Source: an optimization exercise on an open RTL-to-GDS flow (aim: small area and few clock cycles per item). Production flows keep margins and buffers that such runs may drop. The RTL was checked by simulation tests, not by an equivalence proof against the original design.

===== flow/run.sh =====
#!/bin/bash
# synth_recipe.tcl (not shown) runs the flow's synth.tcl, then flattens the netlist and writes it again
# the make line also repeats each setting of config.mk as NAME=value (left out here)
make -C /OpenROAD-flow-scripts/flow DESIGN_CONFIG=/design/flow/config.mk WORK_HOME=/design/flow/orfs CLKGATE_MAP_FILE= SYNTH_SCRIPT=/design/flow/synth_recipe.tcl finish

===== flow/config.mk =====
export PLATFORM = sky130hd
export DESIGN_NAME = demofull
export DESIGN_NICKNAME = demofull
export VERILOG_FILES = /design/flow/design.v
export SDC_FILE = /design/flow/constraint.sdc
export NUM_CORES = 4
export LEC_CHECK = 0
export CAP_MARGIN = 20
export CORE_MARGIN = 2
export CORE_UTILIZATION = 40
export SLEW_MARGIN = 20

===== flow/constraint.sdc =====
create_clock -name core_clock -period 4.0 [get_ports {S_AXI_ACLK}]
set_input_delay 0.8000 -clock core_clock [delete_from_list [all_inputs] [get_ports {S_AXI_ACLK}]]
set_output_delay 0.8000 -clock core_clock [all_outputs]
set_load 0.01 [all_outputs]

===== flow/design.v =====
`default_nettype none
module skidbuffer(i_clk, i_reset,
		i_valid, o_ready, i_data,
		o_valid, i_ready, o_data);
	parameter	[0:0]	OPT_LOWPOWER = 0;
	parameter	[0:0]	OPT_OUTREG = 1;
	parameter	[0:0]	OPT_PASSTHROUGH = 0;
	parameter		DW = 8;
	input	wire			i_clk, i_reset;
	input	wire			i_valid;
	output	reg			o_ready;
	input	wire	[DW-1:0]	i_data;
	output	reg			o_valid;
	input	wire			i_ready;
	output	reg	[DW-1:0]	o_data;
	reg	[DW-1:0]	r_data;
	generate if (OPT_PASSTHROUGH)
	begin
		always @(*)
			o_ready = i_ready;
		always @(*)
			o_valid = i_valid;
		always @(*)
		if (!i_valid && OPT_LOWPOWER)
			o_data = 0;
		else
			o_data = i_data;
		always @(*)
			r_data = 0;
	end else begin
		reg			r_valid;
		always @(posedge i_clk)
		if (i_reset)
			r_valid <= 0;
		else if ((i_valid && o_ready) && (o_valid && !i_ready))
			r_valid <= 1;
		else if (i_ready)
			r_valid <= 0;
		always @(posedge i_clk)
		if (OPT_LOWPOWER && i_reset)
			r_data <= 0;
		else if (OPT_LOWPOWER && (!o_valid || i_ready))
			r_data <= 0;
		else if ((!OPT_LOWPOWER || !OPT_OUTREG || i_valid) && o_ready)
			r_data <= i_data;
		always @(*)
			o_ready = !r_valid;
		if (!OPT_OUTREG)
		begin
			always @(*)
				o_valid = !i_reset && (i_valid || r_valid);
			always @(*)
			if (r_valid)
				o_data = r_data;
			else if (!OPT_LOWPOWER || i_valid)
				o_data = i_data;
			else
				o_data = 0;
		end else begin
			always @(posedge i_clk)
			if (i_reset)
				o_valid <= 0;
			else if (!o_valid || i_ready)
				o_valid <= (i_valid || r_valid);
			always @(posedge i_clk)
			if (OPT_LOWPOWER && i_reset)
				o_data <= 0;
			else if (!o_valid || i_ready)
			begin
				if (r_valid)
					o_data <= r_data;
				else if (!OPT_LOWPOWER || i_valid)
					o_data <= i_data;
				else
					o_data <= 0;
			end
		end
	end endgenerate
endmodule
`default_nettype wire
`default_nettype none
module	axi_addr(i_last_addr,
		i_size,
		i_burst,
		i_len,
		o_next_addr);
	parameter	AW = 32,
			DW = 32;
	input	wire	[AW-1:0]	i_last_addr;
	input	wire	[2:0]		i_size;  
	input	wire	[1:0]		i_burst;  
	input	wire	[7:0]		i_len;
	output	reg	[AW-1:0]	o_next_addr;
	localparam		DSZ = $clog2(DW)-3;
	localparam [1:0]	FIXED     = 2'b00;
	localparam [1:0]	INCREMENT = 2'b01;
	localparam [1:0]	WRAP      = 2'b10;
	reg	[AW-1:0]	wrap_mask, increment;
	always @(*)
	begin
		increment = 0;
		if (i_burst != 0)
		begin
			if (DSZ == 0)
				increment = 1;
			else if (DSZ == 1)
				increment = (i_size[0]) ? 2 : 1;
			else if (DSZ == 2)
				increment = (i_size[1]) ? 4 : ((i_size[0]) ? 2 : 1);
			else if (DSZ == 3)
				case(i_size[1:0])
				2'b00: increment = 1;
				2'b01: increment = 2;
				2'b10: increment = 4;
				2'b11: increment = 8;
				endcase
			else
				increment = (1<<i_size);
		end
	end
	always @(*)
	begin
		wrap_mask = 1;
		if (DSZ < 2)
			wrap_mask = wrap_mask | ({{(AW-4){1'b0}},i_len[3:0]} << (i_size[0]));
		else if (DSZ < 4)
			wrap_mask = wrap_mask | ({{(AW-4){1'b0}},i_len[3:0]} << (i_size[1:0]));
		else
			wrap_mask = wrap_mask | ({{(AW-4){1'b0}},i_len[3:0]} << (i_size));
		if (AW > 12)
			wrap_mask[((AW>12)?(AW-1):(AW-1)):((AW>12)?12:(AW-1))] = 0;
	end
	always @(*)
	begin
		o_next_addr = i_last_addr + increment;
		if (i_burst != FIXED)
		begin
			if (DSZ < 2)
			begin
				if (i_size[0])
					o_next_addr[  0] = 0;
			end else if (DSZ < 4)
			begin
				case(i_size[1:0])
				2'b00:  o_next_addr = o_next_addr;
				2'b01:  o_next_addr[  0] = 0;
				2'b10:  o_next_addr[(AW-1>1) ? 1 : (AW-1):0]= 0;
				2'b11:  o_next_addr[(AW-1>2) ? 2 : (AW-1):0]= 0;
				endcase
			end else
			begin
				case(i_size)
				3'b001:  o_next_addr[  0] = 0;
				3'b010:  o_next_addr[(AW-1>1) ? 1 : (AW-1):0]=0;
				3'b011:  o_next_addr[(AW-1>2) ? 2 : (AW-1):0]=0;
				3'b100:  o_next_addr[(AW-1>3) ? 3 : (AW-1):0]=0;
				3'b101:  o_next_addr[(AW-1>4) ? 4 : (AW-1):0]=0;
				3'b110:  o_next_addr[(AW-1>5) ? 5 : (AW-1):0]=0;
				3'b111:  o_next_addr[(AW-1>6) ? 6 : (AW-1):0]=0;
				default: o_next_addr = o_next_addr;
				endcase
			end
		end
		if (i_burst[1])
		begin
			o_next_addr[AW-1:0] = (i_last_addr & ~wrap_mask)
					| (o_next_addr & wrap_mask);
		end
		if (AW > 12)
			o_next_addr[AW-1:((AW>12)?12:(AW-1))]
				= i_last_addr[AW-1:((AW>12) ? 12:(AW-1))];
	end
	/*verilator lint_off UNUSED*/
	wire	[4:0]	unused;
	assign	unused = { i_len[7:4], i_len[0] };
	/*verilator lint_on UNUSED*/
endmodule
`default_nettype wire
`default_nettype	none
module demofull #(
	parameter integer C_S_AXI_ID_WIDTH	= 12,
	parameter integer C_S_AXI_DATA_WIDTH	= 32,
	parameter integer C_S_AXI_ADDR_WIDTH	= 32,
	localparam	AW = C_S_AXI_ADDR_WIDTH,
	localparam	DW = C_S_AXI_DATA_WIDTH,
	localparam	IW = C_S_AXI_ID_WIDTH,
	localparam	LSB = $clog2(C_S_AXI_DATA_WIDTH)-3,
	parameter [0:0]	OPT_NARROW_BURST = 1
	) (
		output	reg					o_we,
		output	reg	[C_S_AXI_ADDR_WIDTH-LSB-1:0]	o_waddr,
		output	reg	[C_S_AXI_DATA_WIDTH-1:0]	o_wdata,
		output	reg	[C_S_AXI_DATA_WIDTH/8-1:0]	o_wstrb,
		output	reg					o_rd,
		output	reg	[C_S_AXI_ADDR_WIDTH-LSB-1:0]	o_raddr,
		input	wire	[C_S_AXI_DATA_WIDTH-1:0]	i_rdata,
		input wire  S_AXI_ACLK,
		input wire  S_AXI_ARESETN,
		input wire [C_S_AXI_ID_WIDTH-1 : 0] S_AXI_AWID,
		input wire [C_S_AXI_ADDR_WIDTH-1 : 0] S_AXI_AWADDR,
		input wire [7 : 0] S_AXI_AWLEN,
		input wire [2 : 0] S_AXI_AWSIZE,
		input wire [1 : 0] S_AXI_AWBURST,
		input wire  S_AXI_AWLOCK,
		input wire [3 : 0] S_AXI_AWCACHE,
		input wire [2 : 0] S_AXI_AWPROT,
		input wire [3 : 0] S_AXI_AWQOS,
		input wire  S_AXI_AWVALID,
		output wire  S_AXI_AWREADY,
		input wire [C_S_AXI_DATA_WIDTH-1 : 0] S_AXI_WDATA,
		input wire [(C_S_AXI_DATA_WIDTH/8)-1 : 0] S_AXI_WSTRB,
		input wire  S_AXI_WLAST,
		input wire  S_AXI_WVALID,
		output wire  S_AXI_WREADY,
		output wire [C_S_AXI_ID_WIDTH-1 : 0] S_AXI_BID,
		output wire [1 : 0] S_AXI_BRESP,
		output wire  S_AXI_BVALID,
		input wire  S_AXI_BREADY,
		input wire [C_S_AXI_ID_WIDTH-1 : 0] S_AXI_ARID,
		input wire [C_S_AXI_ADDR_WIDTH-1 : 0] S_AXI_ARADDR,
		input wire [7 : 0] S_AXI_ARLEN,
		input wire [2 : 0] S_AXI_ARSIZE,
		input wire [1 : 0] S_AXI_ARBURST,
		input wire  S_AXI_ARLOCK,
		input wire [3 : 0] S_AXI_ARCACHE,
		input wire [2 : 0] S_AXI_ARPROT,
		input wire [3 : 0] S_AXI_ARQOS,
		input wire  S_AXI_ARVALID,
		output wire  S_AXI_ARREADY,
		output wire [C_S_AXI_ID_WIDTH-1 : 0] S_AXI_RID,
		output wire [C_S_AXI_DATA_WIDTH-1 : 0] S_AXI_RDATA,
		output wire [1 : 0] S_AXI_RRESP,
		output wire  S_AXI_RLAST,
		output wire  S_AXI_RVALID,
		input wire  S_AXI_RREADY
	);
	reg	[IW-1 : 0]	r_bid;
	reg			r_bvalid;
	reg	[IW-1 : 0]	axi_bid;
	reg			axi_bvalid;
	reg			axi_awready, axi_wready;
	reg	[AW-1:0]	waddr;
	wire	[AW-1:0]	next_wr_addr;
	reg	[7:0]		wlen;
	reg	[2:0]		wsize;
	reg	[1:0]		wburst;
	wire			m_awvalid;
	reg			m_awready;
	wire	[AW-1:0]	m_awaddr;
	wire	[1:0]		m_awburst;
	wire	[2:0]		m_awsize;
	wire	[7:0]		m_awlen;
	wire	[IW-1:0]	m_awid;
	skidbuffer #(.DW(AW+2+3+8+IW), .OPT_OUTREG(1'b0))
		awbuf(S_AXI_ACLK, !S_AXI_ARESETN,
		S_AXI_AWVALID, S_AXI_AWREADY,
			{ S_AXI_AWADDR, S_AXI_AWBURST, S_AXI_AWSIZE,
					S_AXI_AWLEN, S_AXI_AWID },
		m_awvalid, m_awready,
			{ m_awaddr, m_awburst, m_awsize, m_awlen, m_awid });
	wire	[AW-1:0]	next_rd_addr;
	reg	[IW-1:0]	axi_rid;
	reg	[DW-1:0]	axi_rdata;
	always @(posedge S_AXI_ACLK)
	if (!S_AXI_ARESETN)
	begin
		axi_awready  <= 1;
		axi_wready   <= 0;
	end else if (m_awvalid && m_awready)
	begin
		axi_awready <= 0;
		axi_wready  <= 1;
	end else if (S_AXI_WVALID && S_AXI_WREADY)
	begin
		axi_awready <= (S_AXI_WLAST)&&(!S_AXI_BVALID || S_AXI_BREADY);
		axi_wready  <= (!S_AXI_WLAST);
	end else if (!axi_awready)
	begin
		if (S_AXI_WREADY)
			axi_awready <= 1'b0;
		else if (r_bvalid && !S_AXI_BREADY)
			axi_awready <= 1'b0;
		else
			axi_awready <= 1'b1;
	end
	always @(posedge S_AXI_ACLK)
	if (m_awready)
	begin
		waddr    <= m_awaddr;
		wburst   <= m_awburst;
		wsize    <= m_awsize;
		wlen     <= m_awlen;
	end else if (S_AXI_WVALID)
		waddr <= next_wr_addr;
	axi_addr #(.AW(AW), .DW(DW))
		get_next_wr_addr(waddr, wsize, wburst, wlen,
			next_wr_addr);
	always @(*)
	begin
		o_we = (S_AXI_WVALID && S_AXI_WREADY);
		o_waddr = waddr[AW-1:LSB];
		o_wdata = S_AXI_WDATA;
		o_wstrb = S_AXI_WSTRB;
	end
	always @(posedge S_AXI_ACLK)
	if (!S_AXI_ARESETN)
		r_bvalid <= 1'b0;
	else if (S_AXI_WVALID && S_AXI_WREADY && S_AXI_WLAST
			&&(S_AXI_BVALID && !S_AXI_BREADY))
		r_bvalid <= 1'b1;
	else if (S_AXI_BREADY)
		r_bvalid <= 1'b0;
	always @(posedge S_AXI_ACLK)
	begin
		if (m_awready)
			r_bid    <= m_awid;
		if (!S_AXI_BVALID || S_AXI_BREADY)
			axi_bid <= r_bid;
	end
	always @(posedge S_AXI_ACLK)
	if (!S_AXI_ARESETN)
		axi_bvalid <= 0;
	else if (S_AXI_WVALID && S_AXI_WREADY && S_AXI_WLAST)
		axi_bvalid <= 1;
	else if (S_AXI_BREADY)
		axi_bvalid <= r_bvalid;
	always @(*)
	begin
		m_awready = axi_awready;
		if (S_AXI_WVALID && S_AXI_WREADY && S_AXI_WLAST
			&& (!S_AXI_BVALID || S_AXI_BREADY))
			m_awready = 1;
	end
	assign	S_AXI_WREADY  = axi_wready;
	assign	S_AXI_BVALID  = axi_bvalid;
	assign	S_AXI_BID     = axi_bid;
	assign	S_AXI_BRESP = 0;
	reg	[7:0]		rlen;
	reg	[2:0]		rsize;
	reg	[1:0]		rburst;
	reg	[IW-1:0]	rid;
	reg			axi_arready, axi_rlast, axi_rvalid;
	reg	[8:0]		axi_rlen;
	reg	[AW-1:0]	raddr;
	always @(posedge S_AXI_ACLK)
	if (!S_AXI_ARESETN)
		axi_arready <= 1;
	else if (S_AXI_ARVALID && S_AXI_ARREADY)
		axi_arready <= (S_AXI_ARLEN==0)&&(o_rd);
	else if (!S_AXI_RVALID || S_AXI_RREADY)
	begin
		if ((!axi_arready)&&(S_AXI_RVALID))
			axi_arready <= (axi_rlen <= 2);
	end
	always @(posedge S_AXI_ACLK)
	if (!S_AXI_ARESETN)
		axi_rlen <= 0;
	else if (S_AXI_ARVALID && S_AXI_ARREADY)
		axi_rlen <= (S_AXI_ARLEN+1)
				+ ((S_AXI_RVALID && !S_AXI_RREADY) ? 1:0);
	else if (S_AXI_RREADY && S_AXI_RVALID)
		axi_rlen <= axi_rlen - 1;
	always @(posedge S_AXI_ACLK)
	if (o_rd)
		raddr <= next_rd_addr;
	else if (S_AXI_ARREADY)
		raddr <= S_AXI_ARADDR;
	always @(posedge S_AXI_ACLK)
	if (S_AXI_ARREADY)
	begin
		rburst   <= S_AXI_ARBURST;
		rsize    <= S_AXI_ARSIZE;
		rlen     <= S_AXI_ARLEN;
		rid      <= S_AXI_ARID;
	end
	axi_addr #(.AW(AW), .DW(DW))
		get_next_rd_addr((S_AXI_ARREADY ? S_AXI_ARADDR : raddr),
				(S_AXI_ARREADY  ? S_AXI_ARSIZE : rsize),
				(S_AXI_ARREADY  ? S_AXI_ARBURST: rburst),
				(S_AXI_ARREADY  ? S_AXI_ARLEN  : rlen),
				next_rd_addr);
	always @(*)
	begin
		o_rd = (S_AXI_ARVALID || !S_AXI_ARREADY);
		if (S_AXI_RVALID && !S_AXI_RREADY)
			o_rd = 0;
		o_raddr = (S_AXI_ARREADY ? S_AXI_ARADDR[AW-1:LSB] : raddr[AW-1:LSB]);
	end
	always @(posedge S_AXI_ACLK)
	if (!S_AXI_ARESETN)
		axi_rvalid <= 0;
	else if (o_rd)
		axi_rvalid <= 1;
	else if (S_AXI_RREADY)
		axi_rvalid <= 0;
	always @(posedge S_AXI_ACLK)
	if (!S_AXI_RVALID || S_AXI_RREADY)
	begin
		if (S_AXI_ARVALID && S_AXI_ARREADY)
			axi_rid <= S_AXI_ARID;
		else
			axi_rid <= rid;
	end
	always @(posedge S_AXI_ACLK)
	if (!S_AXI_RVALID || S_AXI_RREADY)
	begin
		if (S_AXI_ARVALID && S_AXI_ARREADY)
			axi_rlast <= (S_AXI_ARLEN == 0);
		else if (S_AXI_RVALID)
			axi_rlast <= (axi_rlen == 2);
		else
			axi_rlast <= (axi_rlen == 1);
	end
	always @(*)
		axi_rdata = i_rdata;
	assign	S_AXI_ARREADY = axi_arready;
	assign	S_AXI_RVALID  = axi_rvalid;
	assign	S_AXI_RID     = axi_rid;
	assign	S_AXI_RDATA   = axi_rdata;
	assign	S_AXI_RRESP   = 0;
	assign	S_AXI_RLAST   = axi_rlast;
	/*verilator lint_off UNUSED*/
	wire	[23:0]	unused;
	assign	unused = { S_AXI_AWLOCK, S_AXI_AWCACHE, S_AXI_AWPROT,
			S_AXI_AWQOS,
		S_AXI_ARLOCK, S_AXI_ARCACHE, S_AXI_ARPROT, S_AXI_ARQOS };
	/*verilator lint_on UNUSED*/
endmodule
`default_nettype wire

==> run notes <==
[registers in the layout, summed over array words and instances, names as in the netlist, 2 cells and up, named ones only]
| signal | flops |
|---|---|
| axi_rlen | 9 |
| rsize | 2 |
| rburst | 2 |
| wburst | 2 |
| wlen | 4 |
| wsize | 2 |
| rid | 12 |
| rlen | 4 |
| axi_rid | 12 |
| axi_bid | 12 |
| awbuf.r_data | 52 |
| r_bid | 12 |
| waddr | 26 |
| raddr | 32 |
[worst paths after layout]
kind	startpoint	end	slack, ns	cells past startpoint
min reg2reg	r_bid[4]$_DFFE_PP_	axi_bid[4]$_DFFE_PN_	0.42	0
min	r_bid[4]$_DFFE_PP_	axi_bid[4]$_DFFE_PN_	0.42	0
max	S_AXI_RREADY	o_rd	0.72	6
max reg2reg	axi_arready$_SDFFE_PN1P_	raddr[5]$_DFF_P_	1.15	8
[cells in the mapped netlist, drive strengths merged, types with 4 or more instances]
cell    count
buf       117
edfxtp    109
dfxtp      88
mux2       87
nand2      69
nor2       32
inv        27
and2       22
xnor2      18
a21oi      17
mux2i      14
clkbuf     13
a211oi     11
ha         11
nand3      11
nor3       11
o21ai      11
xor2       10
nor2b       6
nand2b      5
nand3b      5
nand4       5
o31ai       5
and3        4
nor3b       4
o211ai      4
o21a        4
[per-layer routing]
| metal | vias up | wire length (um) | global-route usage (%) |
|---|---|---|---|
| met5 | - | 11 | 0 |
| met4 | 2 | 365 | 6.20 |
| met1 | 2723 | 8350 | 19.7 |
| li1 | 2830 | - | - |
| met3 | 31 | 1570 | 5.49 |
| met2 | 211 | 8450 | 24.1 |
[cells by family after synthesis]
group           count (synthesis)  synth area share (%)
buf+inv                       159                  11.0
simple gates                  187                  10.3
other cells                     1                0.0409
xor+xnor                       28                  2.68
compound gates                 81                  6.34
mux                           102                  12.8
flops                         197                  54.9
fa+ha+maj                      13                  1.94
[layout make-up]
class	count	area share [%]
Clock buffer	18	3.85
Clock inverter	14	1.58
Inverter	29	0.975
Multi-Input combinational cell	415	27.4
Sequential cell	197	44.1
Tap cell	285	3.12
Timing Repair Buffer	215	18.9
[power groups by stage]
stage | combinational (mW) | clock (mW) | sequential (mW)
CTS | 1.19 | 1.80 | 2.55
finish | 1.17 | 1.75 | 2.55
detailed placement | 1.18 | 0 | 2.59
global placement | 1.17 | 0 | 2.59
floorplan | 0.770 | 0 | 2.58
global route | 1.28 | 1.89 | 2.58
[metrics by stage]
step	setup slack [ns]	utilization, %
2_1_floorplan	0.730	-
3_3_place_gp	0.642	47.8
3_5_place_dp	0.627	47.8
4_1_cts	0.755	50.6
5_1_grt	0.612	50.6
6_report	0.724	50.6
==> impl_metrics.yaml <==
drt:
  drt_iter0_drc: 265
  firstDrtPassIters: 4
  wl_per_cell_um: 16.0
  vias: 5797
  via_per_inst: 4.94
  wl_mm: 18.8
  antenna_left: 0
  drc: 0
power_and_ir_drop:
  p_sw_share_pct: 28.2
  p_int_mw: 3.93
  combPwrFrac_pct: 21.4
  power_mw: 5.47
  power_density_mw_per_mm2: 479
  p_seq_share_pct: 46.6
  power_frac_clock_pct: 32.0
  p_leak_nw: 4.32
  peakVddDrop_mv: 0.254
  p_switching_mw: 1.54
finish:
  area_growth_pct: 24.6
  final_area_sq_mm: 0.0114
  nNetsFinal: 1102
  drive_gt1_share_pct: 15.8
  layout.cells.non_filler: 1173
  fillers: 2032
  mostFrequentLayoutCells: "clkdlybuf4s50_1, edfxtp_1, mux2_2"
  regArea_sq_mm: 0.00504
  final_common_cell: "clkdlybuf4s50_1"
  multiInputGateArea_sq_mm: 0.00313
  diodes: 0
grt:
  grt.total_usage_pct: 15.5
  grt_pass1_vias: 5670
  grt_pass1_wl_mm: 29.4
  grt_max_degree: 78
  grt_overflow_total: 0
  antenna_found_initial: 1
yosys:
  synthFlopType: "edfxtp_1"
  syn_avg_cell_area_sq_um: 11.9
  yosys_warnings: 3
  synth_top_area_cell: "edfxtp_1"
  yosysSeqAreaShare_pct: 54.9
  synth.distinct_cells: 67
  ys_ff_latch: 197
  synth_cells: 768
  synth_edf_count: 109
  synth-async-reset-ratio_pct: 0
  synth.top_cells.by_area: "edfxtp_1, dfxtp_1, mux2_2"
  synth_top_cell_area_share_pct: 35.7
  netlist_area_sq_mm: 0.00916
place:
  hpwl_mm: 13.3
  place.gp.congestion: 0.799
  dp.cells: 1141
  place_area_sq_mm: 0.0108
  portBuffers: 207
critical_path:
  worstPathRequired_ns: 3.20
  path_class: "input port to primary output"
  cp_max_fo: 6
  worstPathCellList: "clkdlybuf4s50_1, nor2b_1, inv_1, nand2_1, inv_1, clkdlybuf4s50_1"
  timing.critical_path.from_type: "input port"
  cp_num_buf_inv: 4
  critical-path-top-delay-family: "buffers and inverters"
  arrival_ns: 2.48
  cp_slowest_cell: "clkdlybuf4s50_1"
  slowest_delay_ns: 0.53
  end_kind: "primary output"
die:
  initial_utilization_pct: 40.6
  die_area_sq_mm: 0.0241
  core_area_sq_mm: 0.0226
  ios: 378
  die_height_um: 155
  die_w_um: 155
  rows: 55
timing:
  rsz0062_at_grt: "no"
  report.final.slew_viol_count: 0
  finalCritPeriodShare_pct: 81.9
  hold_violations: 0
  setup_viol: 0
  whs_ns: 0.423
  maxSlewHeadroom_pct: 42.4
  fin_skew_ns: 0.0108
  setup-tns-final_ns: 0
  worst_pin_slew_ns: 0.861
  post-route-min-period_ns: 3.28
  max_freq_mhz: 305
status:
  status: "finished clean"
clock_network:
  cts_tree: "built"
  clk_path_buf_depth: 2
  cts_resized: 0
  htreeDepth: 4
  cts_made_buffers: 17
  cts_setup_buffers: 0
  root_buffer: "clkbuf_16"
  insertion_delay_ns: 0.43
  cts_hold_buf: 0
  cts.sinks: 197
  cts.clk_slew.worst_paths_ns: 0.08
flow_run:
  cap_violations: 0
hold_path:
  min_path_type: "register to register"
Testbench counts, summed over its fixed seeds: cycles 15,920, beats 22,951.

afterwards: timing with drivers on the ports:
No port has a modelled driver above. Below, the same layout with a new extraction and two added sets of constraints.
Step 1 (the two cells are an assumption about what drives the block):
set clk [get_ports {S_AXI_ACLK}]
set_driving_cell -lib_cell sky130_fd_sc_hd__clkbuf_16 $clk
set_driving_cell -lib_cell sky130_fd_sc_hd__buf_2 [delete_from_list [all_inputs] $clk]
Step 2 times the ports against the registers' clock, not the clock port: input delays grow and output delays shrink by t, the midpoint of the rising clock arrivals with the driver on.
Three values: no drivers, after step 1, after step 2; two values: the first two.
shift t [ns]: 0.473
setup slack, ns: 0.724 / 0.700 / 0.650
worst setup path at the end: input to register
slew at the worst register clock pin (ns): 0.08 / 0.08
After both steps this run still meets setup and hold. For this run, drivers alone change the setup slack by -0.024 ns; drivers and shift together by -0.074 ns.
